This design comes from an exercise in tuning for small area, a short achievable clock period and few clock cycles on the open sky130 flow, not from production work. RTL that was checked went through simulation tests only; none was proved equivalent to the original. Function not checked in runs 2 and 3: the RTL went through the layout flow alone.

`flow/config.mk`:
```
export PLATFORM = sky130hd
export DESIGN_NAME = lm32_cpu
export DESIGN_NICKNAME = lm32_cpu
export VERILOG_FILES = /design/flow/design.v
export SDC_FILE = /design/flow/constraint.sdc
export NUM_CORES = 4
export LEC_CHECK = 0
export CAP_MARGIN = 20
export CORE_MARGIN = 2
export CORE_UTILIZATION = 40
export PLACE_DENSITY = 0.6
export SETUP_SLACK_MARGIN = 5
export SLEW_MARGIN = 20
```
`flow/constraint.sdc`:
```
create_clock -name core_clock -period 10.0 [get_ports {clk_i}]
set_input_delay 2.0000 -clock core_clock [delete_from_list [all_inputs] [get_ports {clk_i}]]
set_output_delay 2.0000 -clock core_clock [all_outputs]
set_load 0.01 [all_outputs]
```
`flow/design.v`:
```
module lm32_cpu (
    clk_i,
    rst_i,
    interrupt_n,
    I_DAT_I,
    I_ACK_I,
    I_ERR_I,
    I_RTY_I,
    D_DAT_I,
    D_ACK_I,
    D_ERR_I,
    D_RTY_I,
    I_DAT_O,
    I_ADR_O,
    I_CYC_O,
    I_SEL_O,
    I_STB_O,
    I_WE_O,
    I_CTI_O,
    I_LOCK_O,
    I_BTE_O,
    D_DAT_O,
    D_ADR_O,
    D_CYC_O,
    D_SEL_O,
    D_STB_O,
    D_WE_O,
    D_CTI_O,
    D_LOCK_O,
    D_BTE_O
    );
input clk_i;
input rst_i;
input [31:0] interrupt_n;
input [31:0] I_DAT_I;
input I_ACK_I;
input I_ERR_I;
input I_RTY_I;
input [31:0] D_DAT_I;
input D_ACK_I;
input D_ERR_I;
input D_RTY_I;
output [31:0] I_DAT_O;
output [31:0] I_ADR_O;
output I_CYC_O;
output [3:0] I_SEL_O;
output I_STB_O;
output I_WE_O;
output [2:0] I_CTI_O;
output I_LOCK_O;
output [1:0] I_BTE_O;
output [31:0] D_DAT_O;
output [31:0] D_ADR_O;
output D_CYC_O;
output [3:0] D_SEL_O;
output D_STB_O;
output D_WE_O;
output [2:0] D_CTI_O;
output D_LOCK_O;
output [1:0] D_BTE_O;
reg  [29:0] ifa;             
reg         ireq;            
reg         rpend;           
reg  [31:0] ir;
reg         d_valid;
reg  [29:0] pc_d;
reg         x_valid;
reg  [31:0] opr_a;           
reg  [31:0] opr_b;           
reg  [31:0] sdat;            
reg  [29:0] x_tgt;           
reg         x_sub;
reg  [3:0]  x_lop;
reg  [2:0]  x_cond;
reg         x_br;
reg         x_ld;
reg         x_st;
reg  [1:0]  x_size;
reg         x_sign;
reg         x_we;
reg  [4:0]  x_wb;
reg  [2:0]  x_csr;
reg         x_wcsr;
reg         x_eret;
reg         x_scall;
reg         x_irq;
reg         x_div;
reg         x_mod;
reg         x_mul;
reg         x_s_csr, x_s_shift, x_s_sext, x_s_logic, x_s_cmp;
reg         dstb;
reg  [3:0]  dsel;
reg         dwe;
reg  [2:0]  mcnt;
reg  [31:0] ms, mc;
reg  [31:0] dp;              
reg  [4:0]  dcnt;
reg         d_run;           
reg         dz, dsm;         
reg         ie, eie;
reg  [31:0] im, ip;
reg  [23:0] eba;
reg  [31:0] rf [0:31];
assign I_DAT_O  = 32'd0;
assign I_SEL_O  = 4'hf;
assign I_WE_O   = 1'b0;
assign I_CTI_O  = 3'd0;
assign I_LOCK_O = 1'b0;
assign I_BTE_O  = 2'd0;
assign D_CTI_O  = 3'd0;
assign D_LOCK_O = 1'b0;
assign D_BTE_O  = 2'd0;
assign I_ADR_O = {ifa, 2'b00};
assign I_CYC_O = ireq;
assign I_STB_O = ireq;
assign D_ADR_O = opr_a;
assign D_DAT_O = sdat;
assign D_SEL_O = dsel;
assign D_WE_O  = dwe;
assign D_CYC_O = dstb;
assign D_STB_O = dstb;
wire [5:0] opc = ir[31:26];
wire [4:0] op5 = ir[30:26];
wire op_add    = op5 == 5'b01101;
wire op_and    = op5 == 5'b01000;
wire op_andhi  = opc == 6'b011000;
wire op_b      = opc == 6'b110000;
wire op_bi     = opc == 6'b111000;
wire op_be     = opc == 6'b010001;
wire op_bg     = opc == 6'b010010;
wire op_bge    = opc == 6'b010011;
wire op_bgeu   = opc == 6'b010100;
wire op_bgu    = opc == 6'b010101;
wire op_bne    = opc == 6'b010111;
wire op_call   = opc == 6'b110110;
wire op_calli  = opc == 6'b111110;
wire op_cmpe   = op5 == 5'b11001;
wire op_cmpg   = op5 == 5'b11010;
wire op_cmpge  = op5 == 5'b11011;
wire op_cmpgeu = op5 == 5'b11100;
wire op_cmpgu  = op5 == 5'b11101;
wire op_cmpne  = op5 == 5'b11111;
wire op_divu   = opc == 6'b100011;
wire op_lb     = opc == 6'b000100;
wire op_lbu    = opc == 6'b010000;
wire op_lh     = opc == 6'b000111;
wire op_lhu    = opc == 6'b001011;
wire op_lw     = opc == 6'b001010;
wire op_modu   = opc == 6'b110001;
wire op_mul    = op5 == 5'b00010;
wire op_nor    = op5 == 5'b00001;
wire op_or     = op5 == 5'b01110;
wire op_orhi   = opc == 6'b011110;
wire op_raise  = opc == 6'b101011;
wire op_rcsr   = opc == 6'b100100;
wire op_sb     = opc == 6'b001100;
wire op_sextb  = opc == 6'b101100;
wire op_sexth  = opc == 6'b110111;
wire op_sh     = opc == 6'b000011;
wire op_sr     = op5 == 5'b00101;
wire op_sru    = op5 == 5'b00000;
wire op_sub    = opc == 6'b110010;
wire op_sw     = opc == 6'b010110;
wire op_wcsr   = opc == 6'b110100;
wire op_xnor   = op5 == 5'b01001;
wire op_xor    = op5 == 5'b00110;
wire d_logic = op_and | op_andhi | op_nor | op_or | op_orhi | op_xor | op_xnor;
wire d_cmp   = op_cmpe | op_cmpg | op_cmpge | op_cmpgeu | op_cmpgu | op_cmpne;
wire d_bra   = op_b | op_bi | op_be | op_bg | op_bge | op_bgeu | op_bgu | op_bne;
wire d_call  = op_call | op_calli;
wire d_shift = op_sr | op_sru;
wire d_sext  = op_sextb | op_sexth;
wire d_load  = op_lb | op_lbu | op_lh | op_lhu | op_lw;
wire d_store = op_sb | op_sh | op_sw;
wire d_divm  = op_divu | op_modu;
wire d_s_csr   = op_rcsr;
wire d_s_mc    = !op_rcsr & d_divm;
wire d_s_shift = !op_rcsr & !d_divm & d_shift;
wire d_s_sext  = !op_rcsr & !d_divm & !d_shift & d_sext;
wire d_s_logic = !op_rcsr & !d_divm & !d_shift & !d_sext & d_logic;
wire       d_we  = ~(d_bra | op_raise | d_store | op_wcsr);
wire [4:0] d_wb  = d_call ? 5'd29 : (ir[31] == 1'b0 ? ir[20:16] : ir[15:11]);
wire       d_sub = op_sub | d_cmp | d_bra | d_divm;
wire       d_sei = ~(op_and | op_cmpgeu | op_cmpgu | op_nor | op_or | op_xnor | op_xor);
wire       d_hi  = op_andhi | op_orhi;
wire [31:0] d_imm = d_hi ? {ir[15:0], 16'h0000} : {{16{d_sei & ir[15]}}, ir[15:0]};
wire [29:0] d_boff = ir[31] ? {{4{ir[25]}}, ir[25:0]} : {{14{ir[15]}}, ir[15:0]};
wire       d_breg = op_call | op_b;
wire       d_eret = op_b & (ir[25:21] == 5'd30);
wire       d_scall = op_raise & ir[2];
wire [31:0] rd0 = rf[ir[25:21]];
wire [31:0] rd1 = rf[ir[20:16]];
wire [31:0] d_addr = rd0 + d_imm;
reg  [3:0]  d_sel;
always @*
begin
    casez ({ir[27:26], d_addr[1:0]})
    4'b00_11: d_sel = 4'b0001;
    4'b00_10: d_sel = 4'b0010;
    4'b00_01: d_sel = 4'b0100;
    4'b00_00: d_sel = 4'b1000;
    4'b11_1?: d_sel = 4'b0011;
    4'b11_0?: d_sel = 4'b1100;
    default:  d_sel = 4'b1111;
    endcase
end
wire [31:0] add_b = x_sub ? ~opr_b : opr_b;
wire [32:0] add_r = {1'b0, opr_a} + {1'b0, add_b} + {32'd0, x_sub};
wire [31:0] sum   = add_r[31:0];
wire        c_zero = opr_a == opr_b;
wire        c_neg  = sum[31];
wire        c_ovf  = (!opr_a[31] & opr_b[31] & sum[31]) | (opr_a[31] & !opr_b[31] & !sum[31]);
wire        c_cn   = add_r[32];    
reg         cond_met;
always @*
begin
    case (x_cond)
    3'b000:  cond_met = 1'b1;
    3'b110:  cond_met = 1'b1;
    3'b001:  cond_met = c_zero;
    3'b111:  cond_met = !c_zero;
    3'b010:  cond_met = !c_zero && (c_neg == c_ovf);
    3'b101:  cond_met = c_cn && !c_zero;
    3'b011:  cond_met = c_neg == c_ovf;
    default: cond_met = c_cn;
    endcase
end
reg [31:0] logic_r;
integer li;
always @*
begin
    for (li = 0; li < 32; li = li + 1)
        logic_r[li] = x_lop[{opr_b[li], opr_a[li]}];
end
wire [31:0] shift_r = {opr_a[31] & x_sign, opr_a[31:1]};
wire [31:0] sext_r  = x_size == 2'b00 ? {{24{opr_a[7]}}, opr_a[7:0]} : {{16{opr_a[15]}}, opr_a[15:0]};
wire [31:0] cfg = {6'h11, 4'h0, 4'h0, 6'd32, 8'h00, 4'b1011};
reg  [31:0] csr_r;
always @*
begin
    case (x_csr)
    3'h0:    csr_r = {30'd0, eie, ie};
    3'h1:    csr_r = im;
    3'h2:    csr_r = ip;
    3'h6:    csr_r = cfg;
    3'h7:    csr_r = {eba, 8'h00};
    default: csr_r = 32'd0;
    endcase
end
reg [31:0] ld_r;
always @*
begin
    casez ({x_size, opr_a[1:0]})
    4'b00_11: ld_r = {{24{x_sign & D_DAT_I[7]}},  D_DAT_I[7:0]};
    4'b00_10: ld_r = {{24{x_sign & D_DAT_I[15]}}, D_DAT_I[15:8]};
    4'b00_01: ld_r = {{24{x_sign & D_DAT_I[23]}}, D_DAT_I[23:16]};
    4'b00_00: ld_r = {{24{x_sign & D_DAT_I[31]}}, D_DAT_I[31:24]};
    4'b11_1?: ld_r = {{16{x_sign & D_DAT_I[15]}}, D_DAT_I[15:0]};
    4'b11_0?: ld_r = {{16{x_sign & D_DAT_I[31]}}, D_DAT_I[31:16]};
    default:  ld_r = D_DAT_I;
    endcase
end
wire [31:0] mr0 = opr_b[0] ? opr_a         : 32'd0;
wire [31:0] mr1 = opr_b[1] ? opr_a << 1    : 32'd0;
wire [31:0] mr2 = opr_b[2] ? opr_a << 2    : 32'd0;
wire [31:0] mr3 = opr_b[3] ? opr_a << 3    : 32'd0;
wire [31:0] mr4 = opr_b[4] ? opr_a << 4    : 32'd0;
wire [31:0] mr5 = opr_b[5] ? opr_a << 5    : 32'd0;
wire [31:0] mr6 = opr_b[6] ? opr_a << 6    : 32'd0;
wire [31:0] mr7 = opr_b[7] ? opr_a << 7    : 32'd0;
wire [31:0] ms0 = mcnt == 3'd0 ? 32'd0 : ms;
wire [31:0] mc0 = mcnt == 3'd0 ? 32'd0 : mc;
wire [31:0] s1 = mr0 ^ mr1 ^ mr2, c1 = ((mr0 & mr1) | (mr0 & mr2) | (mr1 & mr2)) << 1;
wire [31:0] s2 = mr3 ^ mr4 ^ mr5, c2 = ((mr3 & mr4) | (mr3 & mr5) | (mr4 & mr5)) << 1;
wire [31:0] s3 = mr6 ^ mr7 ^ ms0, c3 = ((mr6 & mr7) | (mr6 & ms0) | (mr7 & ms0)) << 1;
wire [31:0] s4 = s1 ^ c1 ^ s2,    c4 = ((s1 & c1) | (s1 & s2) | (c1 & s2)) << 1;
wire [31:0] s5 = c2 ^ s3 ^ c3,    c5 = ((c2 & s3) | (c2 & c3) | (s3 & c3)) << 1;
wire [31:0] s6 = s4 ^ c4 ^ s5,    c6 = ((s4 & c4) | (s4 & s5) | (c4 & s5)) << 1;
wire [31:0] s7 = s6 ^ c6 ^ c5,    c7 = ((s6 & c6) | (s6 & c5) | (c6 & c5)) << 1;
wire [31:0] s8 = s7 ^ c7 ^ mc0,   c8 = ((s7 & c7) | (s7 & mc0) | (c7 & mc0)) << 1;
wire [31:0] mul_r = ms + mc;
wire        b_zero = opr_b == 32'd0;
wire [32:0] dt     = {1'b0, dp[30:0], opr_a[31]} - {1'b0, opr_b};
wire        dt_ok  = !dt[32];
wire [31:0] dq_n   = {opr_a[30:0], dt_ok};
wire [31:0] dp_n   = dt_ok ? dt[31:0] : {dp[30:0], opr_a[31]};
wire        x_divm = x_div | x_mod;
wire        d_step = x_valid & x_divm & d_run & !dz & !dsm;
wire [31:0] div_r  = dsm ? (x_div ? 32'd0 : opr_a) : (x_div ? dq_n : dp_n);
wire        x_div0  = x_divm & d_run & dz;
wire        x_exc   = x_irq | x_scall | x_div0;
wire [2:0]  x_eid   = x_irq ? 3'd6 : x_div0 ? 3'd5 : 3'd7;
wire        redirect = x_valid & (x_exc | (x_br & cond_met));
wire [29:0] x_target = x_exc ? {eba, x_eid, 3'b000} : x_tgt;
wire x_done_c = x_valid & (
                  (x_ld | x_st) ? D_ACK_I
                : x_mul         ? (mcnt == 3'd4)
                : x_divm        ? (d_run & (dz | dsm | (dcnt == 5'd31)))
                : 1'b1);
reg [31:0] x_res;
always @*
begin
    if (x_exc)
        x_res = {x_tgt, 2'b00};
    else if (x_ld)
        x_res = ld_r;
    else if (x_mul)
        x_res = mul_r;
    else if (x_divm)
        x_res = div_r;
    else if (x_s_cmp)
        x_res = {31'd0, cond_met};
    else if (x_s_csr)
        x_res = csr_r;
    else if (x_s_shift)
        x_res = shift_r;
    else if (x_s_sext)
        x_res = sext_r;
    else if (x_s_logic)
        x_res = logic_r;
    else
        x_res = sum;
end
wire       rf_we = x_done_c & (x_we | x_exc);
wire [4:0] rf_wa = x_exc ? 5'd30 : x_wb;
always @(posedge clk_i)
begin
    if (rf_we)
        rf[rf_wa] <= x_res;
end
wire ack    = ireq & I_ACK_I;
wire hazard = x_valid & x_we & ((x_wb == ir[25:21]) | (x_wb == ir[20:16]));
wire irq_ok = ie & |(ip & im) & !(x_valid & (x_wcsr | x_eret | x_exc));
wire d_go   = d_valid & !hazard & (!x_valid | x_done_c);
wire d_move = d_go & !redirect;
wire ir_ld  = ack & (!d_valid | d_go);
wire i_acc  = ir_ld & !redirect & !rpend;
wire d_ls   = d_load | d_store;
always @(posedge clk_i or posedge rst_i)
begin
    if (rst_i)
    begin
        ireq <= 1'b0;
        rpend <= 1'b0;
        ifa <= 30'd0;
        d_valid <= 1'b0;
        x_valid <= 1'b0;
        dstb <= 1'b0;
    end
    else
    begin
        ireq <= 1'b1;
        if (redirect & ack)
            ifa <= x_target;
        else if (rpend & ack)
            ifa <= pc_d;
        else if (i_acc)
            ifa <= ifa + 30'd1;
        if (ack)
            rpend <= 1'b0;
        else if (redirect)
            rpend <= 1'b1;
        if (redirect)
            d_valid <= 1'b0;
        else if (i_acc)
            d_valid <= 1'b1;
        else if (d_go)
            d_valid <= 1'b0;
        if (d_move)
            x_valid <= 1'b1;
        else if (x_done_c)
            x_valid <= 1'b0;
        if (d_move)
            dstb <= d_ls & !irq_ok;
        else if (D_ACK_I)
            dstb <= 1'b0;
    end
end
always @(posedge clk_i)
begin
    if (ir_ld)
        ir <= I_DAT_I;
    if (redirect & !ack)
        pc_d <= x_target;
    else if (ir_ld & !rpend)
        pc_d <= ifa;
end
always @(posedge clk_i)
begin
    if (d_go)
    begin
        opr_a <= d_ls ? d_addr : d_call ? {ifa, 2'b00} : rd0;
        opr_b <= d_call ? 32'd0 : ((ir[31] == 1'b0 && !d_bra) ? d_imm : rd1);
        sdat <= ir[27:26] == 2'b00 ? {4{rd1[7:0]}} : ir[27:26] == 2'b11 ? {2{rd1[15:0]}} : rd1;
        x_tgt <= irq_ok ? pc_d : d_breg ? rd0[31:2] : pc_d + (d_bra | d_call ? d_boff : 30'd0);
        dsel <= d_sel;
        dwe <= d_store;
        x_sub <= d_sub;
        x_lop <= ir[29:26];
        x_cond <= ir[28:26];
        x_br <= !irq_ok & (d_bra | d_call);
        x_ld <= !irq_ok & d_load;
        x_st <= !irq_ok & d_store;
        x_size <= ir[27:26];
        x_sign <= ir[28];
        x_we <= !irq_ok & d_we;
        x_wb <= d_wb;
        x_csr <= ir[23:21];
        x_wcsr <= !irq_ok & op_wcsr;
        x_eret <= !irq_ok & d_eret;
        x_scall <= !irq_ok & d_scall;
        x_irq <= irq_ok;
        x_div <= !irq_ok & d_s_mc & op_divu;
        x_mod <= !irq_ok & d_s_mc & op_modu;
        x_mul <= !irq_ok & op_mul;
        x_s_csr <= d_s_csr;
        x_s_shift <= d_s_shift;
        x_s_sext <= d_s_sext;
        x_s_logic <= d_s_logic;
        x_s_cmp <= d_cmp;
    end
    else
    begin
        if (d_step)
            opr_a <= dq_n;
        else if (x_valid & x_mul)
        begin
            opr_a <= {opr_a[23:0], 8'd0};
            opr_b <= {8'd0, opr_b[31:8]};
        end
    end
end
always @(posedge clk_i or posedge rst_i)
begin
    if (rst_i)
    begin
        mcnt <= 3'd0;
        d_run <= 1'b0;
        dcnt <= 5'd0;
    end
    else
    begin
        if (d_go)
        begin
            mcnt <= 3'd0;
            d_run <= 1'b0;
            dcnt <= 5'd0;
        end
        else
        begin
            if (x_valid & x_mul)
                mcnt <= mcnt + 3'd1;
            if (x_valid & x_divm)
                d_run <= 1'b1;
            if (d_step)
                dcnt <= dcnt + 5'd1;
        end
    end
end
always @(posedge clk_i)
begin
    ms <= s8;
    mc <= c8;
    if (!d_run)
    begin
        dz <= b_zero;
        dsm <= !c_cn;
        dp <= 32'd0;
    end
    else if (d_step)
        dp <= dp_n;
end
always @(posedge clk_i or posedge rst_i)
begin
    if (rst_i)
    begin
        ie <= 1'b0;
        eie <= 1'b0;
        im <= 32'd0;
        ip <= 32'd0;
        eba <= 24'd0;
    end
    else
    begin
        ip <= ip | ~interrupt_n;
        if (x_done_c & x_exc)
        begin
            eie <= ie;
            ie <= 1'b0;
        end
        else if (x_done_c & x_eret)
            ie <= eie;
        else if (x_done_c & x_wcsr)
        begin
            if (x_csr == 3'h0)
            begin
                ie <= opr_b[0];
                eie <= opr_b[1];
            end
            if (x_csr == 3'h1)
                im <= opr_b;
            if (x_csr == 3'h2)
                ip <= (ip | ~interrupt_n) & ~opr_b;
            if (x_csr == 3'h7)
                eba <= opr_b[31:8];
        end
    end
end
endmodule
```
`flow/run.sh`:
```
#!/bin/bash
# synth_recipe.tcl (not shown) runs the flow's synth.tcl, then flattens the netlist and writes it again
# the make line also repeats each setting of config.mk as NAME=value (left out here)
make -C /OpenROAD-flow-scripts/flow DESIGN_CONFIG=/design/flow/config.mk WORK_HOME=/design/flow/orfs CLKGATE_MAP_FILE= SYNTH_SCRIPT=/design/flow/synth_recipe.tcl finish
```
==> key figures, run 1 <==
Run status
  • Status: timing/DRC/antenna clean

Floorplanning
  • Full die area: 223,000 um2
  • I/O pin count: 258
  • Starting Density: 0.403
  • Die W: 472 um
  • CORE AREA: 217,000 um2
  • Die height: 472 um
  • Num rows: 171

Setup path
  • Startpoint types: flip-flop
  • Data required, critical path: 10.52 ns
  • CP Launch Point: opr_b[4]
  • Crit. End Element: flip-flop
  • Critical R2R Launch: opr_b[4]
  • Crit path DAT: 5.62 ns
  • Crit path kind: flip-flop to flip-flop
  • Crit-path max FO: 32
  • Reg2Reg Setup Slack: 4.90 ns

Detailed routing
  • DR pass1 iterations: 8
  • DRT iter0 DRCs: 9,204
  • Drt drc: 0
  • Via-to-Cell Ratio: 6.40
  • Antenna viol nets, final: 0
  • WL/cell: 34.1 um
  • Via count: 63,000
  • Drt total wl: 335 mm

Clocking
  • Clock sink total: 1,484
  • Clk root buf: clkbuf_16
  • Hold_buf cts: 0
  • Max H-tree Level: 4
  • Clock-pin transition on the worst setup and hold timing paths: 0.06 ns
  • CTS Buffer Depth: 3
  • Worst skew pair latency: 0.85 ns
  • TritonCTS clock tree: done
  • CTS Buf Count: 161

Global route
  • GRT overflow: 0
  • Gr usage total: 0.295
  • First-pass GRT wire length: 465 mm
  • Vias in the first global route: 61,000
  • Initial antenna violation count: 21
  • Largest net degree at the start of global routing: 118

Synthesis
  • Synth Flop Type: edfxtp_1
  • Post-synth EDFFs: 1,248
  • Synth unique cells: 92
  • Commonest cells in the netlist: 1,248 x edfxtp_1, 668 x mux4_2, 436 x nand2_1
  • Ys Warns: 1
  • Cells after synthesis: 6,584
  • Synth top area share: 0.428
  • Ys async rst share: 0.0903
  • Netlist Area Pre-Place: 87,600 um2
  • Mapped Avg Cell Area: 13.3 um2
  • Sequential fraction of the synthesis area: 0.490
  • Most common cell in the synthesized netlist: edfxtp_1
  • Ranking of synthesized cells by area: edfxtp_1 43%, mux4_2 17%, fa_1 5.0%
  • Seq cells post-synth: 1,484
  • Post-synth top area cell: edfxtp_1

Timing
  • Hold_ws: 0.489 ns
  • Fmax: 196 MHz
  • Worst Skew: 0.0848 ns
  • Slew headroom: 0.204
  • Final worst-path cycle share: 0.510
  • RSZ-0062 raised after global routing: true
  • Setup tns final: 0 ns
  • Setup-failing EPs final: 0
  • Min cycle time layout: 5.10 ns
  • Final slew viol count: 0
  • Final Hold Fails: 0
  • Worst-Margin Slew: 1.19 ns

Place
  • Placed Area: 93,500 um2
  • DP HPWL: 214 mm
  • GP Congestion: 1.04
  • Port Buf Inserts: 202

Final layout
  • Layout cells sized above 1: 0.240
  • # fillers: 19,000
  • Nets: 7,350
  • Area growth syn-to-layout: 17.0%
  • Util after Layout: 0.471
  • Final instance area: 102,000 um2

Worst hold path
  • Hold path startpoint: dp[27]
  • Hold Crit Class: flip-flop to flip-flop

Flow run
  • Max-Cap Viols: 0
[final cells by class]
class	count	area, um2	share of cell area
timing repair buffer	586	6130	0.0599
multi-input combinational	4308	43300	0.423
antenna	7	17.5	0.000171
sequential	1484	42900	0.419
clock buffer	199	4270	0.0417
inverter	302	1160	0.0113
clock inverter	96	1060	0.0103
tap	2854	3570	0.0349
[per-layer routing]
metal / track usage / vias to the layer above / part of all wire
met2: 0.446 / 3878 / 0.45
met4: 0.155 / 8 / 0.063
met1: 0.397 / 32600 / 0.38
met3: 0.0662 / 796 / 0.11
li1: - / 25700 / -
met5: 0 / - / 0.00011
[critical path, stage by stage, from the launching register on]
cell and delay [ns]:
edfxtp_1 0.32, buf_4 0.31, buf_6 0.33, xor2_1 0.12, ha_1 0.37, and2_1 0.17, and4_1 0.27, nor3_2 0.09
o31ai_1 0.55, a31oi_1 0.20, o21ai_1 0.36, xnor2_1 0.23, o211ai_1 0.15, a221oi_1 0.81, a31oi_2 0.18, buf_4 0.28
[cell families after synthesis]
logic type	after synthesis	synth area share
AOI/OAI and AO/OA	1280	0.0929
and+or+nand+nor	1431	0.0786
other	2	0.0000858
xor gates and xnor gates	241	0.0241
DFF	1484	0.490
adders and majority gates	403	0.0762
buffers and inverters	845	0.0389
muxes	898	0.200
[cells in the final DEF (no fill, tap or decap), types with 39 or more instances in the layout]
master / count
xor2_1: 107
clkdlybuf4s50_1: 202
nor2b_1: 60
nor2_4: 39
nor3_1: 43
nand2_1: 431
buf_6: 44
inv_1: 291
mux2_2: 95
fa_1: 215
mux2i_1: 109
and2_1: 229
edfxtp_1: 1248
xnor2_1: 128
nand3_1: 113
a21oi_1: 348
conb_1: 52
dfrtp_1: 134
o21ai_0: 251
a31oi_1: 80
dfxtp_1: 92
mux4_2: 668
ha_1: 163
nor2_1: 306
a21o_1: 92
a211oi_1: 46
buf_4: 269
clkbuf_16: 166
a221oi_1: 41
[through the flow]
stage	instances	setup WS [ns]
after floorplan	6634	5.00
after global placement	9363	3.09
after detailed placement	9363	3.06
after CTS	9753	4.90
after global routing	9830	4.85
final	9836	4.90
[worst paths after layout]
path / depth (start not counted) / end
min in group asynchronous: 2 / ifa[10]
max in group asynchronous: 4 / eba[13]
min reg2reg: 2 / dp[27]
min: 2 / dp[27]
max reg2reg: 15 / rf[13][21]
max: 15 / rf[13][21]
[flip-flops by register name, indices dropped and copies added, names as in the netlist, 32 cells and up, named ones only]
| register | count |
|---|---|
| rf | 1024 |
| ms | 32 |
| opr_b | 32 |
| sdat | 32 |
| im | 32 |
| opr_a | 32 |
| ip | 32 |
| ir | 32 |
[repair_timing]
item	CTS	global route
endpoints found under the setup margin	1609	897
pin swaps	36	62
resized for setup	182	154
cloned	17	4
buffers inserted	78	69
Testbench counts, summed over its fixed seeds: cycles 82,453.
==> inputs of run 2 (changes only) <==
--- a/flow/design.v
+++ b/flow/design.v
@@ -62,3 +62,2 @@
 reg         ireq;            
-reg         rpend;           
 reg  [31:0] ir;
@@ -67,4 +66,4 @@
 reg         x_valid;
-reg  [31:0] opr_a;           
-reg  [31:0] opr_b;           
+reg  [31:0] opr_a;
+reg  [31:0] opr_b;
 reg  [31:0] sdat;            
@@ -90,7 +89,4 @@
 reg         x_s_csr, x_s_shift, x_s_sext, x_s_logic, x_s_cmp;
-reg         dstb;
-reg  [3:0]  dsel;
-reg         dwe;
-reg  [2:0]  mcnt;
-reg  [31:0] ms, mc;
+reg         m_ph;            
+reg  [31:0] macc;
 reg  [31:0] dp;              
@@ -98,3 +94,2 @@
 reg         d_run;           
-reg         dz, dsm;         
 reg         ie, eie;
@@ -115,8 +110,2 @@
 assign I_STB_O = ireq;
-assign D_ADR_O = opr_a;
-assign D_DAT_O = sdat;
-assign D_SEL_O = dsel;
-assign D_WE_O  = dwe;
-assign D_CYC_O = dstb;
-assign D_STB_O = dstb;
 wire [5:0] opc = ir[31:26];
@@ -192,16 +181,2 @@
 wire [31:0] rd1 = rf[ir[20:16]];
-wire [31:0] d_addr = rd0 + d_imm;
-reg  [3:0]  d_sel;
-always @*
-begin
-    casez ({ir[27:26], d_addr[1:0]})
-    4'b00_11: d_sel = 4'b0001;
-    4'b00_10: d_sel = 4'b0010;
-    4'b00_01: d_sel = 4'b0100;
-    4'b00_00: d_sel = 4'b1000;
-    4'b11_1?: d_sel = 4'b0011;
-    4'b11_0?: d_sel = 4'b1100;
-    default:  d_sel = 4'b1111;
-    endcase
-end
 wire [31:0] add_b = x_sub ? ~opr_b : opr_b;
@@ -252,3 +227,3 @@
 begin
-    casez ({x_size, opr_a[1:0]})
+    casez ({x_size, sum[1:0]})
     4'b00_11: ld_r = {{24{x_sign & D_DAT_I[7]}},  D_DAT_I[7:0]};
@@ -262,21 +237,24 @@
 end
-wire [31:0] mr0 = opr_b[0] ? opr_a         : 32'd0;
-wire [31:0] mr1 = opr_b[1] ? opr_a << 1    : 32'd0;
-wire [31:0] mr2 = opr_b[2] ? opr_a << 2    : 32'd0;
-wire [31:0] mr3 = opr_b[3] ? opr_a << 3    : 32'd0;
-wire [31:0] mr4 = opr_b[4] ? opr_a << 4    : 32'd0;
-wire [31:0] mr5 = opr_b[5] ? opr_a << 5    : 32'd0;
-wire [31:0] mr6 = opr_b[6] ? opr_a << 6    : 32'd0;
-wire [31:0] mr7 = opr_b[7] ? opr_a << 7    : 32'd0;
-wire [31:0] ms0 = mcnt == 3'd0 ? 32'd0 : ms;
-wire [31:0] mc0 = mcnt == 3'd0 ? 32'd0 : mc;
-wire [31:0] s1 = mr0 ^ mr1 ^ mr2, c1 = ((mr0 & mr1) | (mr0 & mr2) | (mr1 & mr2)) << 1;
-wire [31:0] s2 = mr3 ^ mr4 ^ mr5, c2 = ((mr3 & mr4) | (mr3 & mr5) | (mr4 & mr5)) << 1;
-wire [31:0] s3 = mr6 ^ mr7 ^ ms0, c3 = ((mr6 & mr7) | (mr6 & ms0) | (mr7 & ms0)) << 1;
-wire [31:0] s4 = s1 ^ c1 ^ s2,    c4 = ((s1 & c1) | (s1 & s2) | (c1 & s2)) << 1;
-wire [31:0] s5 = c2 ^ s3 ^ c3,    c5 = ((c2 & s3) | (c2 & c3) | (s3 & c3)) << 1;
-wire [31:0] s6 = s4 ^ c4 ^ s5,    c6 = ((s4 & c4) | (s4 & s5) | (c4 & s5)) << 1;
-wire [31:0] s7 = s6 ^ c6 ^ c5,    c7 = ((s6 & c6) | (s6 & c5) | (c6 & c5)) << 1;
-wire [31:0] s8 = s7 ^ c7 ^ mc0,   c8 = ((s7 & c7) | (s7 & mc0) | (c7 & mc0)) << 1;
-wire [31:0] mul_r = ms + mc;
+reg [3:0] sel_r;
+always @*
+begin
+    casez ({x_size, sum[1:0]})
+    4'b00_11: sel_r = 4'b0001;
+    4'b00_10: sel_r = 4'b0010;
+    4'b00_01: sel_r = 4'b0100;
+    4'b00_00: sel_r = 4'b1000;
+    4'b11_1?: sel_r = 4'b0011;
+    4'b11_0?: sel_r = 4'b1100;
+    default:  sel_r = 4'b1111;
+    endcase
+end
+assign D_ADR_O = sum;
+assign D_DAT_O = sdat;
+assign D_SEL_O = sel_r;
+assign D_WE_O  = x_st;
+assign D_CYC_O = x_valid & (x_ld | x_st);
+assign D_STB_O = x_valid & (x_ld | x_st);
+wire [31:0] mul_lo = opr_a * {16'd0, opr_b[15:0]};
+wire [15:0] mul_hi = opr_a[15:0] * opr_b[31:16];
+wire [31:0] mul_r  = macc + {mul_hi, 16'd0};
 wire        b_zero = opr_b == 32'd0;
@@ -287,8 +265,8 @@
 wire        x_divm = x_div | x_mod;
-wire        d_step = x_valid & x_divm & d_run & !dz & !dsm;
-wire [31:0] div_r  = dsm ? (x_div ? 32'd0 : opr_a) : (x_div ? dq_n : dp_n);
-wire        x_div0  = x_divm & d_run & dz;
+wire        d_small = !c_cn;      
+wire [31:0] div_r  = d_run ? (x_div ? dq_n : dp_n) : (x_div ? 32'd0 : opr_a);
+wire        x_div0  = x_divm & !d_run & b_zero;
 wire        x_exc   = x_irq | x_scall | x_div0;
 wire [2:0]  x_eid   = x_irq ? 3'd6 : x_div0 ? 3'd5 : 3'd7;
-wire        redirect = x_valid & (x_exc | (x_br & cond_met));
+wire        x_taken = x_exc | (x_br & cond_met);
 wire [29:0] x_target = x_exc ? {eba, x_eid, 3'b000} : x_tgt;
@@ -296,4 +274,5 @@
                   (x_ld | x_st) ? D_ACK_I
-                : x_mul         ? (mcnt == 3'd4)
-                : x_divm        ? (d_run & (dz | dsm | (dcnt == 5'd31)))
+                : x_taken       ? (ireq & I_ACK_I)
+                : x_mul         ? m_ph
+                : x_divm        ? (d_run ? (dcnt == 5'd31) : d_small)
                 : 1'b1);
@@ -330,10 +309,8 @@
 end
-wire ack    = ireq & I_ACK_I;
+wire kill   = x_done_c & x_taken;
+wire x_free = !x_valid | x_done_c;
 wire hazard = x_valid & x_we & ((x_wb == ir[25:21]) | (x_wb == ir[20:16]));
 wire irq_ok = ie & |(ip & im) & !(x_valid & (x_wcsr | x_eret | x_exc));
-wire d_go   = d_valid & !hazard & (!x_valid | x_done_c);
-wire d_move = d_go & !redirect;
-wire ir_ld  = ack & (!d_valid | d_go);
-wire i_acc  = ir_ld & !redirect & !rpend;
-wire d_ls   = d_load | d_store;
+wire d_go   = d_valid & x_free & !hazard & !kill;
+wire i_acc  = ireq & I_ACK_I & !kill & (!d_valid | d_go);
 always @(posedge clk_i or posedge rst_i)
@@ -343,3 +320,2 @@
         ireq <= 1'b0;
-        rpend <= 1'b0;
         ifa <= 30'd0;
@@ -347,3 +323,2 @@
         x_valid <= 1'b0;
-        dstb <= 1'b0;
     end
@@ -352,13 +327,7 @@
         ireq <= 1'b1;
-        if (redirect & ack)
+        if (kill)
             ifa <= x_target;
-        else if (rpend & ack)
-            ifa <= pc_d;
         else if (i_acc)
             ifa <= ifa + 30'd1;
-        if (ack)
-            rpend <= 1'b0;
-        else if (redirect)
-            rpend <= 1'b1;
-        if (redirect)
+        if (kill)
             d_valid <= 1'b0;
@@ -368,3 +337,3 @@
             d_valid <= 1'b0;
-        if (d_move)
+        if (d_go)
             x_valid <= 1'b1;
@@ -372,6 +341,2 @@
             x_valid <= 1'b0;
-        if (d_move)
-            dstb <= d_ls & !irq_ok;
-        else if (D_ACK_I)
-            dstb <= 1'b0;
     end
@@ -380,8 +345,7 @@
 begin
-    if (ir_ld)
+    if (i_acc)
+    begin
         ir <= I_DAT_I;
-    if (redirect & !ack)
-        pc_d <= x_target;
-    else if (ir_ld & !rpend)
         pc_d <= ifa;
+    end
 end
@@ -391,3 +355,3 @@
     begin
-        opr_a <= d_ls ? d_addr : d_call ? {ifa, 2'b00} : rd0;
+        opr_a <= d_call ? {ifa, 2'b00} : rd0;
         opr_b <= d_call ? 32'd0 : ((ir[31] == 1'b0 && !d_bra) ? d_imm : rd1);
@@ -395,4 +359,36 @@
         x_tgt <= irq_ok ? pc_d : d_breg ? rd0[31:2] : pc_d + (d_bra | d_call ? d_boff : 30'd0);
-        dsel <= d_sel;
-        dwe <= d_store;
+    end
+    else if (x_valid & x_divm & d_run)
+        opr_a <= dq_n;
+end
+always @(posedge clk_i or posedge rst_i)
+begin
+    if (rst_i)
+    begin
+        x_sub <= 1'b0;
+        x_lop <= 4'd0;
+        x_cond <= 3'd0;
+        x_br <= 1'b0;
+        x_ld <= 1'b0;
+        x_st <= 1'b0;
+        x_size <= 2'd0;
+        x_sign <= 1'b0;
+        x_we <= 1'b0;
+        x_wb <= 5'd0;
+        x_csr <= 3'd0;
+        x_wcsr <= 1'b0;
+        x_eret <= 1'b0;
+        x_scall <= 1'b0;
+        x_irq <= 1'b0;
+        x_div <= 1'b0;
+        x_mod <= 1'b0;
+        x_mul <= 1'b0;
+        x_s_csr <= 1'b0;
+        x_s_shift <= 1'b0;
+        x_s_sext <= 1'b0;
+        x_s_logic <= 1'b0;
+        x_s_cmp <= 1'b0;
+    end
+    else if (d_go)
+    begin
         x_sub <= d_sub;
@@ -421,12 +417,2 @@
     end
-    else
-    begin
-        if (d_step)
-            opr_a <= dq_n;
-        else if (x_valid & x_mul)
-        begin
-            opr_a <= {opr_a[23:0], 8'd0};
-            opr_b <= {8'd0, opr_b[31:8]};
-        end
-    end
 end
@@ -436,3 +422,3 @@
     begin
-        mcnt <= 3'd0;
+        m_ph <= 1'b0;
         d_run <= 1'b0;
@@ -442,5 +428,5 @@
     begin
+        m_ph <= x_valid & x_mul & !m_ph;
         if (d_go)
         begin
-            mcnt <= 3'd0;
             d_run <= 1'b0;
@@ -448,9 +434,7 @@
         end
-        else
+        else if (x_valid & x_divm)
         begin
-            if (x_valid & x_mul)
-                mcnt <= mcnt + 3'd1;
-            if (x_valid & x_divm)
-                d_run <= 1'b1;
-            if (d_step)
+            if (!d_run)
+                d_run <= !b_zero & !d_small;
+            else
                 dcnt <= dcnt + 5'd1;
@@ -461,11 +445,6 @@
 begin
-    ms <= s8;
-    mc <= c8;
-    if (!d_run)
-    begin
-        dz <= b_zero;
-        dsm <= !c_cn;
+    macc <= mul_lo;
+    if (d_go)
         dp <= 32'd0;
-    end
-    else if (d_step)
+    else if (d_run)
         dp <= dp_n;
--- a/flow/config.mk
+++ b/flow/config.mk
@@ -11,3 +11,2 @@
 export PLACE_DENSITY = 0.6
-export SETUP_SLACK_MARGIN = 5
 export SLEW_MARGIN = 20
==> run 2 against run 1 <==
Against the previous run:
- still clean on timing, DRC and antenna
- clock skew decreased by 0.026 ns
- area after synthesis is 4.5% higher
- die area is 4.5% higher
- critical path depth is 11 higher
- global-route usage decreased by 0.37 points
- clock-buffer cell count is 7 higher
- critical endpoint is now rf[1][29]
==> key figures, run 2 <==
Final layout
  • Top reg by flops: rf
  • Layout cells sized above 1: 0.184 (-0.0558)
  • Max reg flops: 1,024 (unchanged)
  • Most frequent cells in the layout: 1,212 x edfxtp_1, 690 x nand2_1, 672 x mux4_2
  • Nets: 7,938 (+8.0%)
  • Commonest non-fill, non-tap cell in the layout: edfxtp_1
  • # fillers: 20,300 (+7.0%)
  • Area growth syn-to-layout: 12.2%
  • Final instance area: 103,000 um2 (+0.26%)
  • Area of the multi-input gates: 45,900 um2 (+6.0%)
  • Reg area: 41,900 um2 (-2.4%)

Clocking
  • Worst skew pair latency: 0.84 ns (about the same)
  • CTS Buf Count: 158 (-1.9%)
  • Clock-pin transition on the worst setup and hold timing paths: 0.06 ns (about the same)
  • Max H-tree Level: 4 (unchanged)
  • Setup bufs post-CTS: 0 (-100%)
  • CTS resizes: 0 (-100%)
  • Hold_buf cts: 0 (unchanged)
  • Clk root buf: clkbuf_16
  • CTS Buffer Depth: 3 (unchanged)
  • Clock sink total: 1,444 (-2.7%)
  • TritonCTS clock tree: done

Synthesis
  • Ys Warns: 1 (unchanged)
  • Synth top area share: 0.398 (-0.0303)
  • Ranking of synthesized cells by area: edfxtp_1 40%, mux4_2 17%, fa_1 8.5%
  • Netlist Area Pre-Place: 91,500 um2 (+4.5%)
  • Seq cells post-synth: 1,444 (-2.7%)
  • Sequential fraction of the synthesis area: 0.457 (-0.0324)
  • Cells after synthesis: 7,111 (+8.0%)
  • Synth Flop Type: edfxtp_1
  • Commonest cells in the netlist: 1,212 x edfxtp_1, 692 x nand2_1, 672 x mux4_2
  • Synth unique cells: 99 (+7.6%)
  • Post-synth EDFFs: 1,212 (-2.9%)
  • Most common cell in the synthesized netlist: edfxtp_1
  • Ys async rst share: 0.110 (+0.0198)
  • Mapped Avg Cell Area: 12.9 um2 (-3.2%)
  • Post-synth top area cell: edfxtp_1

Global route
  • Vias in the first global route: 63,500 (+4.1%)
  • Initial antenna violation count: 22 (+4.8%)
  • GRT overflow: 0 (unchanged)
  • Largest net degree at the start of global routing: 140 (+19%)
  • First-pass GRT wire length: 477 mm (+2.5%)
  • Gr usage total: 0.291 (-0.00366)

Setup path
  • Reg2Reg Setup Slack: 1.62 ns (-3.28 ns)
  • Crit path DAT: 8.86 ns (+3.24 ns)
  • Startpoint types: flip-flop
  • CP Launch Point: opr_b[17]
  • Crit. End Element: flip-flop
  • Crit path kind: flip-flop to flip-flop
  • Data required, critical path: 10.48 ns (-0.04 ns)
  • Crit-path max FO: 32 (unchanged)
  • R2r endpoint: rf[1][29]
  • Crit path capture: rf[1][29]
  • Max incr delay on CP: 0.94 ns (+0.13 ns)
  • CP max-delay cell: a2111oi_1
  • R2r worst-path depth: 26 (+11)
  • Critical R2R Launch: opr_b[17]

Detailed routing
  • Via-to-Cell Ratio: 6.22 (-2.8%)
  • Via count: 64,400 (+2.3%)
  • DR pass1 iterations: 8 (unchanged)
  • DRT iter0 DRCs: 8,164 (-11%)
  • Drt drc: 0 (unchanged)
  • WL/cell: 32.9 um (-3.6%)
  • Antenna viol nets, final: 0 (unchanged)
  • Drt total wl: 340 mm (+1.4%)

Place
  • Port Buf Inserts: 202 (unchanged)
  • DP HPWL: 237 mm (+11%)
  • GP Congestion: 1.03 (-0.60%)
  • Placed Area: 97,600 um2 (+4.3%)

Flow run
  • Max-Cap Viols: 0 (unchanged)

Timing
  • Final Hold Fails: 0 (unchanged)
  • Setup tns final: 0 ns (unchanged)
  • Slew headroom: 0.118 (-0.0860)
  • Setup-failing EPs final: 0 (unchanged)
  • Final worst-path cycle share: 0.838 (+0.328)
  • Worst Skew: 0.0590 ns (-0.0258 ns)
  • Worst-Margin Slew: 1.31 ns (+0.117 ns)
  • Min cycle time layout: 8.38 ns (+3.28 ns)
  • RSZ-0062 raised after global routing: false
  • Final slew viol count: 0 (unchanged)
  • Fmax: 119 MHz (-39%)

Worst hold path
  • Hold Path Depth: 2 (unchanged)
  • Hold Crit Class: flip-flop to flip-flop

Run status
  • Status: timing/DRC/antenna clean

Floorplanning
  • CORE AREA: 227,000 um2 (+4.7%)
  • Die height: 482 um (+2.2%)
  • Full die area: 233,000 um2 (+4.5%)
  • I/O pin count: 258 (unchanged)
  • Die W: 482 um (+2.2%)
  • Starting Density: 0.402 (-0.000573)
  • Num rows: 175 (+2.3%)
## run 2: worst min-delay path by stage
stage            from     end  slack, ns
6_report        dp[5]   dp[5]       0.48
5_1_grt        dp[15]  dp[15]       0.52
4_1_cts         dp[5]   dp[5]       0.49
3_5_place_dp    dp[5]   dp[5]       0.47
3_3_place_gp    dp[5]   dp[5]       0.47
2_1_floorplan   dp[5]   dp[5]       0.46
## run 2: cells by family (layout without fill, tap and decap cells)
kind of cell	after synthesis	count (layout)	synth area share
compound gates	1123	1123	0.0778
xor+xnor	262	262	0.0251
fa+ha+maj	636	636	0.119
buf+inv	1115	1278	0.0486
flops	1444	1444	0.457
mux	853	853	0.186
other cells	2	67	0.0000821
simple gates	1676	1676	0.0859
## run 2: worst max-delay path, delay by kind of cell (launching register included)
family | cells | cell delay [ns]
AOI/OAI and AO/OA | 7 | 2.78
xor gates and xnor gates | 2 | 0.32
adders and majority gates | 8 | 3.19
buffers and inverters | 5 | 0.47
DFF | 1 | 0.62
and+or+nand+nor | 4 | 0.59
## run 2: cell type report
cell class                      instances  share of cell area
Inverter                              547              0.0201
Timing Repair Buffer                  445              0.0394
Sequential cell                      1444               0.408
Clock inverter                         80             0.00759
Multi-Input combinational cell       4602               0.447
Antenna cell                           15            0.000366
Tap cell                             3009              0.0367
Clock buffer                          206              0.0413
## run 2: through the flow
| stage | hold WS [ns] | setup WS [ns] | util | cells |
|---|---|---|---|---|
| final | 0.484 | 1.62 | 0.451 | 10300 |
| after global routing | 0.518 | 1.32 | 0.451 | 10300 |
| after CTS | 0.488 | 1.56 | 0.451 | 10300 |
| after detailed placement | 0.475 | 1.56 | 0.429 | 10000 |
| after global placement | 0.471 | 1.37 | 0.429 | 10000 |
| after floorplan | 0.457 | 1.97 | - | 7161 |
## run 2: metal layers
layer / vias up / track usage / routed length, um
li1: 26300 / - / -
met1: 33600 / 0.367 / 125000
met2: 3615 / 0.461 / 159000
met3: 843 / 0.0612 / 31800
met4: 20 / 0.177 / 24100
met5: - / 0 / 140
==> inputs of run 3 (changes only) <==
--- a/flow/design.v
+++ b/flow/design.v
@@ -62,2 +62,3 @@
 reg         ireq;            
+reg         rpend;           
 reg  [31:0] ir;
@@ -66,4 +67,4 @@
 reg         x_valid;
-reg  [31:0] opr_a;
-reg  [31:0] opr_b;
+reg  [31:0] opr_a;           
+reg  [31:0] opr_b;           
 reg  [31:0] sdat;            
@@ -89,4 +90,18 @@
 reg         x_s_csr, x_s_shift, x_s_sext, x_s_logic, x_s_cmp;
-reg         m_ph;            
-reg  [31:0] macc;
+reg         m_valid;
+reg  [31:0] m_adr;
+reg  [31:0] m_dat;
+reg  [3:0]  m_sel;
+reg         m_we;
+reg         m_ld;
+reg  [4:0]  m_wb;
+reg  [1:0]  m_size;
+reg         m_sign;
+reg         w_valid;
+reg  [31:0] w_res;
+reg  [4:0]  w_wb;
+reg  [2:0]  mcnt;
+reg  [31:0] ms, mc;          
+reg         mbp;             
+reg  [2:0]  mnc;             
 reg  [31:0] dp;              
@@ -94,2 +109,3 @@
 reg         d_run;           
+reg         dz, dsm;         
 reg         ie, eie;
@@ -110,2 +126,8 @@
 assign I_STB_O = ireq;
+assign D_ADR_O = m_adr;
+assign D_DAT_O = m_dat;
+assign D_SEL_O = m_sel;
+assign D_WE_O  = m_we;
+assign D_CYC_O = m_valid;
+assign D_STB_O = m_valid;
 wire [5:0] opc = ir[31:26];
@@ -179,4 +201,6 @@
 wire       d_scall = op_raise & ir[2];
-wire [31:0] rd0 = rf[ir[25:21]];
-wire [31:0] rd1 = rf[ir[20:16]];
+wire        fwd0 = w_valid & (w_wb == ir[25:21]);
+wire        fwd1 = w_valid & (w_wb == ir[20:16]);
+wire [31:0] rd0 = fwd0 ? w_res : rf[ir[25:21]];
+wire [31:0] rd1 = fwd1 ? w_res : rf[ir[20:16]];
 wire [31:0] add_b = x_sub ? ~opr_b : opr_b;
@@ -224,3 +248,3 @@
 end
-reg [31:0] ld_r;
+reg [3:0] x_bsel;
 always @*
@@ -228,33 +252,57 @@
     casez ({x_size, sum[1:0]})
-    4'b00_11: ld_r = {{24{x_sign & D_DAT_I[7]}},  D_DAT_I[7:0]};
-    4'b00_10: ld_r = {{24{x_sign & D_DAT_I[15]}}, D_DAT_I[15:8]};
-    4'b00_01: ld_r = {{24{x_sign & D_DAT_I[23]}}, D_DAT_I[23:16]};
-    4'b00_00: ld_r = {{24{x_sign & D_DAT_I[31]}}, D_DAT_I[31:24]};
-    4'b11_1?: ld_r = {{16{x_sign & D_DAT_I[15]}}, D_DAT_I[15:0]};
-    4'b11_0?: ld_r = {{16{x_sign & D_DAT_I[31]}}, D_DAT_I[31:16]};
-    default:  ld_r = D_DAT_I;
+    4'b00_11: x_bsel = 4'b0001;
+    4'b00_10: x_bsel = 4'b0010;
+    4'b00_01: x_bsel = 4'b0100;
+    4'b00_00: x_bsel = 4'b1000;
+    4'b11_1?: x_bsel = 4'b0011;
+    4'b11_0?: x_bsel = 4'b1100;
+    default:  x_bsel = 4'b1111;
     endcase
 end
-reg [3:0] sel_r;
+reg [31:0] ld_r;
 always @*
 begin
-    casez ({x_size, sum[1:0]})
-    4'b00_11: sel_r = 4'b0001;
-    4'b00_10: sel_r = 4'b0010;
-    4'b00_01: sel_r = 4'b0100;
-    4'b00_00: sel_r = 4'b1000;
-    4'b11_1?: sel_r = 4'b0011;
-    4'b11_0?: sel_r = 4'b1100;
-    default:  sel_r = 4'b1111;
+    casez ({m_size, m_adr[1:0]})
+    4'b00_11: ld_r = {{24{m_sign & D_DAT_I[7]}},  D_DAT_I[7:0]};
+    4'b00_10: ld_r = {{24{m_sign & D_DAT_I[15]}}, D_DAT_I[15:8]};
+    4'b00_01: ld_r = {{24{m_sign & D_DAT_I[23]}}, D_DAT_I[23:16]};
+    4'b00_00: ld_r = {{24{m_sign & D_DAT_I[31]}}, D_DAT_I[31:24]};
+    4'b11_1?: ld_r = {{16{m_sign & D_DAT_I[15]}}, D_DAT_I[15:0]};
+    4'b11_0?: ld_r = {{16{m_sign & D_DAT_I[31]}}, D_DAT_I[31:16]};
+    default:  ld_r = D_DAT_I;
     endcase
 end
-assign D_ADR_O = sum;
-assign D_DAT_O = sdat;
-assign D_SEL_O = sel_r;
-assign D_WE_O  = x_st;
-assign D_CYC_O = x_valid & (x_ld | x_st);
-assign D_STB_O = x_valid & (x_ld | x_st);
-wire [31:0] mul_lo = opr_a * {16'd0, opr_b[15:0]};
-wire [15:0] mul_hi = opr_a[15:0] * opr_b[31:16];
-wire [31:0] mul_r  = macc + {mul_hi, 16'd0};
+wire [31:0] ma2 = {opr_a[30:0], 1'b0};
+wire [8:0]  mbb = {opr_b[7:0], mcnt != 3'd0 & mbp};
+wire [31:0] mrow0, mrow1, mrow2, mrow3;
+wire [3:0]  mneg;
+genvar gk;
+generate
+    for (gk = 0; gk < 4; gk = gk + 1)
+    begin : booth
+        wire bh = mbb[2*gk+2];
+        wire bm = mbb[2*gk+1];
+        wire bl = mbb[2*gk];
+        wire one = bm ^ bl;
+        wire two = (bh & !bm & !bl) | (!bh & bm & bl);
+        wire [31:0] mag = (one ? opr_a : 32'd0) | (two ? ma2 : 32'd0);
+        wire [31:0] r   = mag << (2*gk);
+        wire [31:0] msk = 32'hffffffff << (2*gk);
+        wire [31:0] row = bh ? (~r & msk) : r;
+        assign mneg[gk] = bh;
+        if (gk == 0) assign mrow0 = row;
+        if (gk == 1) assign mrow1 = row | {31'd0, mneg[0]};
+        if (gk == 2) assign mrow2 = row | {29'd0, mneg[1], 2'd0};
+        if (gk == 3) assign mrow3 = row | {27'd0, mneg[2], 4'd0};
+    end
+endgenerate
+wire [31:0] ms0 = mcnt == 3'd0 ? 32'd0 : ms;
+wire [31:0] mc0 = mcnt == 3'd0 ? 32'd0 : mc;
+wire [31:0] s1 = mrow0 ^ mrow1 ^ mrow2, c1 = ((mrow0 & mrow1) | (mrow0 & mrow2) | (mrow1 & mrow2)) << 1;
+wire [31:0] s2 = mrow3 ^ ms0 ^ mc0,    c2 = ((mrow3 & ms0) | (mrow3 & mc0) | (ms0 & mc0)) << 1;
+wire [31:0] s3 = s1 ^ c1 ^ s2,         c3 = ((s1 & c1) | (s1 & s2) | (c1 & s2)) << 1;
+wire [31:0] s4 = s3 ^ c3 ^ c2,         c4 = ((s3 & c3) | (s3 & c2) | (c3 & c2)) << 1;
+wire [31:0] mnv = {23'd0, mnc, 6'd0};
+wire [31:0] mf_s = ms ^ mc ^ mnv,      mf_c = ((ms & mc) | (ms & mnv) | (mc & mnv)) << 1;
+wire [31:0] mul_r = mf_s + mf_c;
 wire        b_zero = opr_b == 32'd0;
@@ -265,15 +313,12 @@
 wire        x_divm = x_div | x_mod;
-wire        d_small = !c_cn;      
-wire [31:0] div_r  = d_run ? (x_div ? dq_n : dp_n) : (x_div ? 32'd0 : opr_a);
-wire        x_div0  = x_divm & !d_run & b_zero;
+wire        d_step = x_valid & x_divm & d_run & !dz & !dsm;
+wire [31:0] div_r  = dsm ? (x_div ? 32'd0 : opr_a) : (x_div ? dq_n : dp_n);
+wire        x_w;
+wire        w_free;
+wire        x_div0  = x_divm & d_run & dz;
 wire        x_exc   = x_irq | x_scall | x_div0;
 wire [2:0]  x_eid   = x_irq ? 3'd6 : x_div0 ? 3'd5 : 3'd7;
-wire        x_taken = x_exc | (x_br & cond_met);
+wire        redirect = x_valid & (x_exc | (x_br & cond_met)) & (!x_w | w_free);
+assign      x_w = (x_we & !x_ld) | x_exc;    
 wire [29:0] x_target = x_exc ? {eba, x_eid, 3'b000} : x_tgt;
-wire x_done_c = x_valid & (
-                  (x_ld | x_st) ? D_ACK_I
-                : x_taken       ? (ireq & I_ACK_I)
-                : x_mul         ? m_ph
-                : x_divm        ? (d_run ? (dcnt == 5'd31) : d_small)
-                : 1'b1);
 reg [31:0] x_res;
@@ -283,4 +328,2 @@
         x_res = {x_tgt, 2'b00};
-    else if (x_ld)
-        x_res = ld_r;
     else if (x_mul)
@@ -302,15 +345,31 @@
 end
-wire       rf_we = x_done_c & (x_we | x_exc);
-wire [4:0] rf_wa = x_exc ? 5'd30 : x_wb;
+wire m_ack   = m_valid & D_ACK_I;
+wire ld_wr   = m_ack & m_ld;
+wire w_wr    = w_valid & !ld_wr;
+assign w_free = !w_valid | !ld_wr;
+wire m_free  = !m_valid | D_ACK_I;
 always @(posedge clk_i)
 begin
-    if (rf_we)
-        rf[rf_wa] <= x_res;
-end
-wire kill   = x_done_c & x_taken;
-wire x_free = !x_valid | x_done_c;
-wire hazard = x_valid & x_we & ((x_wb == ir[25:21]) | (x_wb == ir[20:16]));
+    if (ld_wr)
+        rf[m_wb] <= ld_r;
+    else if (w_valid)
+        rf[w_wb] <= w_res;
+end
+wire x_ls    = x_ld | x_st;
+wire x_done_c = x_valid
+              & (x_ls   ? m_free
+               : x_mul  ? (mcnt == 3'd4)
+               : x_divm ? (d_run & (dz | dsm | (dcnt == 5'd31)))
+               : 1'b1)
+              & (!x_w | w_free);
+wire ack    = ireq & I_ACK_I;
+wire [4:0] d_wb_any = d_wb;
+wire hazard = (x_valid & x_we & ((x_wb == ir[25:21]) | (x_wb == ir[20:16])))
+            | (m_valid & m_ld & ((m_wb == ir[25:21]) | (m_wb == ir[20:16]) | (m_wb == d_wb_any)));
 wire irq_ok = ie & |(ip & im) & !(x_valid & (x_wcsr | x_eret | x_exc));
-wire d_go   = d_valid & x_free & !hazard & !kill;
-wire i_acc  = ireq & I_ACK_I & !kill & (!d_valid | d_go);
+wire d_go   = d_valid & !hazard & (!x_valid | x_done_c);
+wire d_move = d_go & !redirect;
+wire ir_ld  = ack & (!d_valid | d_go);
+wire i_acc  = ir_ld & !redirect & !rpend;
+wire d_ls   = d_load | d_store;
 always @(posedge clk_i or posedge rst_i)
@@ -320,2 +379,3 @@
         ireq <= 1'b0;
+        rpend <= 1'b0;
         ifa <= 30'd0;
@@ -323,2 +383,4 @@
         x_valid <= 1'b0;
+        m_valid <= 1'b0;
+        w_valid <= 1'b0;
     end
@@ -327,7 +389,13 @@
         ireq <= 1'b1;
-        if (kill)
+        if (redirect & ack)
             ifa <= x_target;
+        else if (rpend & ack)
+            ifa <= pc_d;
         else if (i_acc)
             ifa <= ifa + 30'd1;
-        if (kill)
+        if (ack)
+            rpend <= 1'b0;
+        else if (redirect)
+            rpend <= 1'b1;
+        if (redirect)
             d_valid <= 1'b0;
@@ -337,3 +405,3 @@
             d_valid <= 1'b0;
-        if (d_go)
+        if (d_move)
             x_valid <= 1'b1;
@@ -341,2 +409,10 @@
             x_valid <= 1'b0;
+        if (x_done_c & x_ls)
+            m_valid <= 1'b1;
+        else if (D_ACK_I)
+            m_valid <= 1'b0;
+        if (x_done_c & x_w)
+            w_valid <= 1'b1;
+        else if (w_wr)
+            w_valid <= 1'b0;
     end
@@ -345,6 +421,26 @@
 begin
-    if (i_acc)
-    begin
+    if (ir_ld)
         ir <= I_DAT_I;
+    if (redirect & !ack)
+        pc_d <= x_target;
+    else if (ir_ld & !rpend)
         pc_d <= ifa;
+end
+always @(posedge clk_i)
+begin
+    if (x_done_c & x_ls)
+    begin
+        m_adr <= sum;
+        m_dat <= sdat;
+        m_sel <= x_bsel;
+        m_we <= x_st;
+        m_ld <= x_ld;
+        m_wb <= x_wb;
+        m_size <= x_size;
+        m_sign <= x_sign;
+    end
+    if (x_done_c & x_w)
+    begin
+        w_res <= x_res;
+        w_wb <= x_exc ? 5'd30 : x_wb;
     end
@@ -359,36 +455,2 @@
         x_tgt <= irq_ok ? pc_d : d_breg ? rd0[31:2] : pc_d + (d_bra | d_call ? d_boff : 30'd0);
-    end
-    else if (x_valid & x_divm & d_run)
-        opr_a <= dq_n;
-end
-always @(posedge clk_i or posedge rst_i)
-begin
-    if (rst_i)
-    begin
-        x_sub <= 1'b0;
-        x_lop <= 4'd0;
-        x_cond <= 3'd0;
-        x_br <= 1'b0;
-        x_ld <= 1'b0;
-        x_st <= 1'b0;
-        x_size <= 2'd0;
-        x_sign <= 1'b0;
-        x_we <= 1'b0;
-        x_wb <= 5'd0;
-        x_csr <= 3'd0;
-        x_wcsr <= 1'b0;
-        x_eret <= 1'b0;
-        x_scall <= 1'b0;
-        x_irq <= 1'b0;
-        x_div <= 1'b0;
-        x_mod <= 1'b0;
-        x_mul <= 1'b0;
-        x_s_csr <= 1'b0;
-        x_s_shift <= 1'b0;
-        x_s_sext <= 1'b0;
-        x_s_logic <= 1'b0;
-        x_s_cmp <= 1'b0;
-    end
-    else if (d_go)
-    begin
         x_sub <= d_sub;
@@ -417,2 +479,12 @@
     end
+    else
+    begin
+        if (d_step)
+            opr_a <= dq_n;
+        else if (x_valid & x_mul)
+        begin
+            opr_a <= {opr_a[23:0], 8'd0};
+            opr_b <= {8'd0, opr_b[31:8]};
+        end
+    end
 end
@@ -422,3 +494,3 @@
     begin
-        m_ph <= 1'b0;
+        mcnt <= 3'd0;
         d_run <= 1'b0;
@@ -428,5 +500,5 @@
     begin
-        m_ph <= x_valid & x_mul & !m_ph;
         if (d_go)
         begin
+            mcnt <= 3'd0;
             d_run <= 1'b0;
@@ -434,7 +506,9 @@
         end
-        else if (x_valid & x_divm)
+        else
         begin
-            if (!d_run)
-                d_run <= !b_zero & !d_small;
-            else
+            if (x_valid & x_mul)
+                mcnt <= mcnt + 3'd1;
+            if (x_valid & x_divm)
+                d_run <= 1'b1;
+            if (d_step)
                 dcnt <= dcnt + 5'd1;
@@ -445,6 +519,16 @@
 begin
-    macc <= mul_lo;
+    ms <= s4;
+    mc <= c4;
+    mbp <= opr_b[7];
     if (d_go)
+        mnc <= 3'd0;
+    else if (x_valid & x_mul & (mcnt != 3'd4))
+        mnc <= (mcnt == 3'd0 ? 3'd0 : mnc) + {2'd0, mneg[3]};
+    if (!d_run)
+    begin
+        dz <= b_zero;
+        dsm <= !c_cn;
         dp <= 32'd0;
-    else if (d_run)
+    end
+    else if (d_step)
         dp <= dp_n;
==> flow/flow/run.sh (new file) <==
#!/bin/bash
set -euo pipefail
bash standard.sh SETUP_SLACK_MARGIN=6 finish > standard_flow.log 2>&1
==> flow/standard.sh (new file) <==
#!/bin/bash
# synth_recipe.tcl (not shown) runs the flow's synth.tcl, then flattens the netlist and writes it again
# the make line also repeats each setting of config.mk as NAME=value (left out here)
make -C /OpenROAD-flow-scripts/flow DESIGN_CONFIG=/design/flow/config.mk WORK_HOME=/design/flow/orfs CLKGATE_MAP_FILE= SYNTH_SCRIPT=/design/flow/synth_recipe.tcl "${@:-finish}"
removed: flow/run.sh
==> run 3 against run 2 <==
Against the previous run:
- synthesized cell count up 0.38%
- final cell count up 3.1%
- flip-flop and latch count up 156
- register-to-register slack better by 3.8 ns
- non-clock buffer count up 311
- critical endpoint is now x_tgt[14]
==> key figures, run 3 <==
Global route
  • First-pass GRT wire length: 503 mm (+5.3%)
  • GRT overflow: 0 (unchanged)
  • Initial antenna violation count: 24 (+9.1%)
  • Gr usage total: 0.302 (+0.0110)
  • Largest net degree at the start of global routing: 136 (-2.9%)

Synthesis
  • Post-synth EDFFs: 1,358 (+12%)
  • Commonest cells in the netlist: 1,358 x edfxtp_1, 672 x mux4_2, 589 x nand2_1
  • Synth unique cells: 97 (-2.0%)
  • Ys async rst share: 0.0844 (-0.0257)
  • Most common cell in the synthesized netlist: edfxtp_1
  • Synth Flop Type: edfxtp_1
  • Cells after synthesis: 7,138 (+0.38%)
  • Sequential fraction of the synthesis area: 0.503 (+0.0462)
  • Mapped Avg Cell Area: 12.9 um2 (+0.14%)
  • Seq cells post-synth: 1,600 (+11%)
  • Ys Warns: 1 (unchanged)

Timing
  • Min cycle time layout: 4.62 ns (-3.76 ns)
  • Fmax: 217 MHz (+81%)
  • Worst Skew: 0.0862 ns (+0.0272 ns)
  • Slew headroom: 0.126 (+0.00862)
  • Setup-failing EPs final: 0 (unchanged)
  • Hold_ws: 0.421 ns (-0.0634 ns)
  • Setup tns final: 0 ns (unchanged)
  • Worst-Margin Slew: 1.30 ns (-0.00508 ns)
  • Final worst-path cycle share: 0.462 (-0.376)
  • Final Hold Fails: 0 (unchanged)
  • Final slew viol count: 0 (unchanged)

Setup path
  • Crit path DAT: 5.23 ns (-3.63 ns)
  • Reg2Reg Setup Slack: 5.38 ns (+3.76 ns)
  • Crit path kind: flip-flop to flip-flop
  • Crit. End Element: flip-flop
  • Startpoint types: flip-flop
  • Data required, critical path: 10.61 ns (+0.13 ns)
  • R2r worst-path depth: 19 (-27%)
  • Crit-path max FO: 5 (-84%)

Final layout
  • Area of the multi-input gates: 46,100 um2 (+0.44%)
  • Max reg flops: 1,024 (unchanged)
  • Top reg by flops: rf
  • Commonest non-fill, non-tap cell in the layout: edfxtp_1
  • Final instance area: 112,000 um2 (+8.6%)
  • Area growth syn-to-layout: 21.2%
  • # fillers: 19,600 (-3.7%)
  • Reg area: 46,400 um2 (+11%)
  • Most frequent cells in the layout: 1,358 x edfxtp_1, 672 x mux4_2, 544 x nand2_1
  • Post-Layout Cell Count: 10,700 (+3.1%)

Flow run
  • Max-Cap Viols: 0 (unchanged)

Clocking
  • Clk root buf: clkbuf_16
  • CTS Buffer Depth: 3 (unchanged)
  • Clock-pin transition on the worst setup and hold timing paths: 0.06 ns (about the same)
  • TritonCTS clock tree: done
  • Max H-tree Level: 4 (unchanged)
  • Clock sink total: 1,600 (+11%)

Detailed routing
  • Via-to-Cell Ratio: 6.49 (+4.3%)
  • Drt total wl: 366 mm (+7.5%)
  • WL/cell: 34.3 um (+4.3%)
  • DRT iter0 DRCs: 9,425 (+15%)

Floorplanning
  • CORE AREA: 229,000 um2 (+0.77%)
  • Num rows: 176 (+0.57%)
  • Starting Density: 0.401 (-0.000980)
  • Full die area: 234,000 um2 (+0.51%)
  • I/O pin count: 258 (unchanged)
  • Die W: 484 um (+0.26%)

Run status
  • Status: timing/DRC/antenna clean

Place
  • DP HPWL: 226 mm (-4.9%)
  • Placed Cells: 9,960 (-0.84%)
  • GP Congestion: 1.03 (-0.39%)

Worst hold path
  • Hold path startpoint: sdat[7]
  • Worst Hold End: m_dat[7]
  • Hold Path Depth: 0 (-2)
[run 3: cell types whose count changed after synthesis, sizes merged, moves of 69 or more]
cell    previous run  this run
ha               248       169
nand2            692       590
inv              540       241
a21oi            400       501
nor2             335       404
o21ai            226       423
clkbuf           381       458
o22ai              9        83
edfxtp          1212      1358
fa               388       117
and2             221        45
[run 3: kinds of logic after synthesis]
group           after synthesis  share of synthesized area
compound gates             1582                      0.106
xor+xnor                    283                     0.0269
fa+ha+maj                   332                     0.0535
buf+inv                     896                     0.0402
flops                      1600                      0.503
mux                         951                      0.197
other cells                   2                  0.0000816
simple gates               1492                     0.0732
[run 3: timing repair]
action,CTS,global route
resized for setup,594,329
pin swaps,146,172
setup buffers,229,90
gates cloned,47,11
hold buffers,0,0
setup endpoints to repair,2503,923
[run 3: worst max path at each step]
| stage | from | to | slack [ns] | cells after the start |
|---|---|---|---|---|
| 4_1_cts | ir[27] | x_tgt[26] | 5.46 | 18 |
| 2_1_floorplan | D_ACK_I | rf[20][0] | 5.21 | 6 |
| 3_3_place_gp | D_ACK_I | rf[13][5] | 4.02 | 8 |
| 3_5_place_dp | D_ACK_I | rf[7][27] | 3.95 | 8 |
| 5_1_grt | ir[27] | x_tgt[28] | 5.28 | 18 |
| 6_report | ir[28] | x_tgt[14] | 5.38 | 19 |
[run 3: per-layer routing]
metal | vias to the layer above | global-route usage | wire length, um
met5 | - | 0.00245 | 179
met4 | 15 | 0.236 | 35500
met3 | 1295 | 0.0801 | 38300
met2 | 4450 | 0.466 | 166000
met1 | 35300 | 0.359 | 126000
li1 | 28200 | - | -
[run 3: critical path: stages (launching register included)]
cell	delay, ns
edfxtp_1	0.42
buf_8	0.15
or2_4	0.25
a21oi_4	0.22
nor3_4	0.06
o21a_4	0.25
and2_4	0.15
ha_4	0.15
fa_2	0.35
a211o_1	0.36
a2111oi_4	0.48
o31ai_4	0.12
buf_4	0.16
buf_6	0.12
buf_6	0.10
a221o_1	0.33
a21o_1	0.20
xor2_1	0.15
a211oi_1	0.28
a21oi_1	0.08
[run 3: cell type report]
cell class,count,area share
Antenna cell,7,0.000157
Clock buffer,206,0.0405
Clock inverter,119,0.0116
Inverter,245,0.00877
Multi-Input combinational cell,4712,0.413
Sequential cell,1600,0.416
Tap cell,3026,0.0340
Timing Repair Buffer,756,0.0759
Timing Repair inverter,1,0.0000449
[run 3: metrics by stage]
stage / worst slack, ns / util
6_report: 5.38 / 0.486
5_1_grt: 5.28 / 0.486
4_1_cts: 5.46 / 0.476
3_5_place_dp: 3.95 / 0.425
3_3_place_gp: 4.02 / 0.425
2_1_floorplan: 5.21 / -

==> re-timing with driven ports <==
The results above use ideal ports. As a check the final layouts listed here were re-extracted and re-timed, cells and wires unchanged. Step 1: set_driving_cell puts a clkbuf_16 on clk_i and a buf_2 on each other input, an assumption about the parent block. Step 2, shift: input delay + t, output delay - t, t = (earliest + latest rising clock arrival at the registers) / 2. This alone moves slack from input paths to output paths. Slacks: ideal ports / drivers / drivers and shift; pairs: ideal ports / drivers.
run	t (ns)	slack for setup (ns)	hold WS [ns]	worst setup path after step 2	worst data-port slew with drivers (ns)
run 1	0.894	4.899 / 4.899 / 4.092	0.489 / 0.489 / 0.489	input to register	0.07
run 2	0.899	1.622 / 1.622 / 1.622	0.484 / 0.484 / 0.484	register to register	0.19
run 3	0.936	5.382 / 5.382 / 5.028	0.421 / 0.421 / 0.421	input to register	0.10
After both steps setup and hold are still met in every run listed. The setup slack of run 1, which loses most, moves by 0.000 ns with the drivers and by -0.807 ns with both steps.
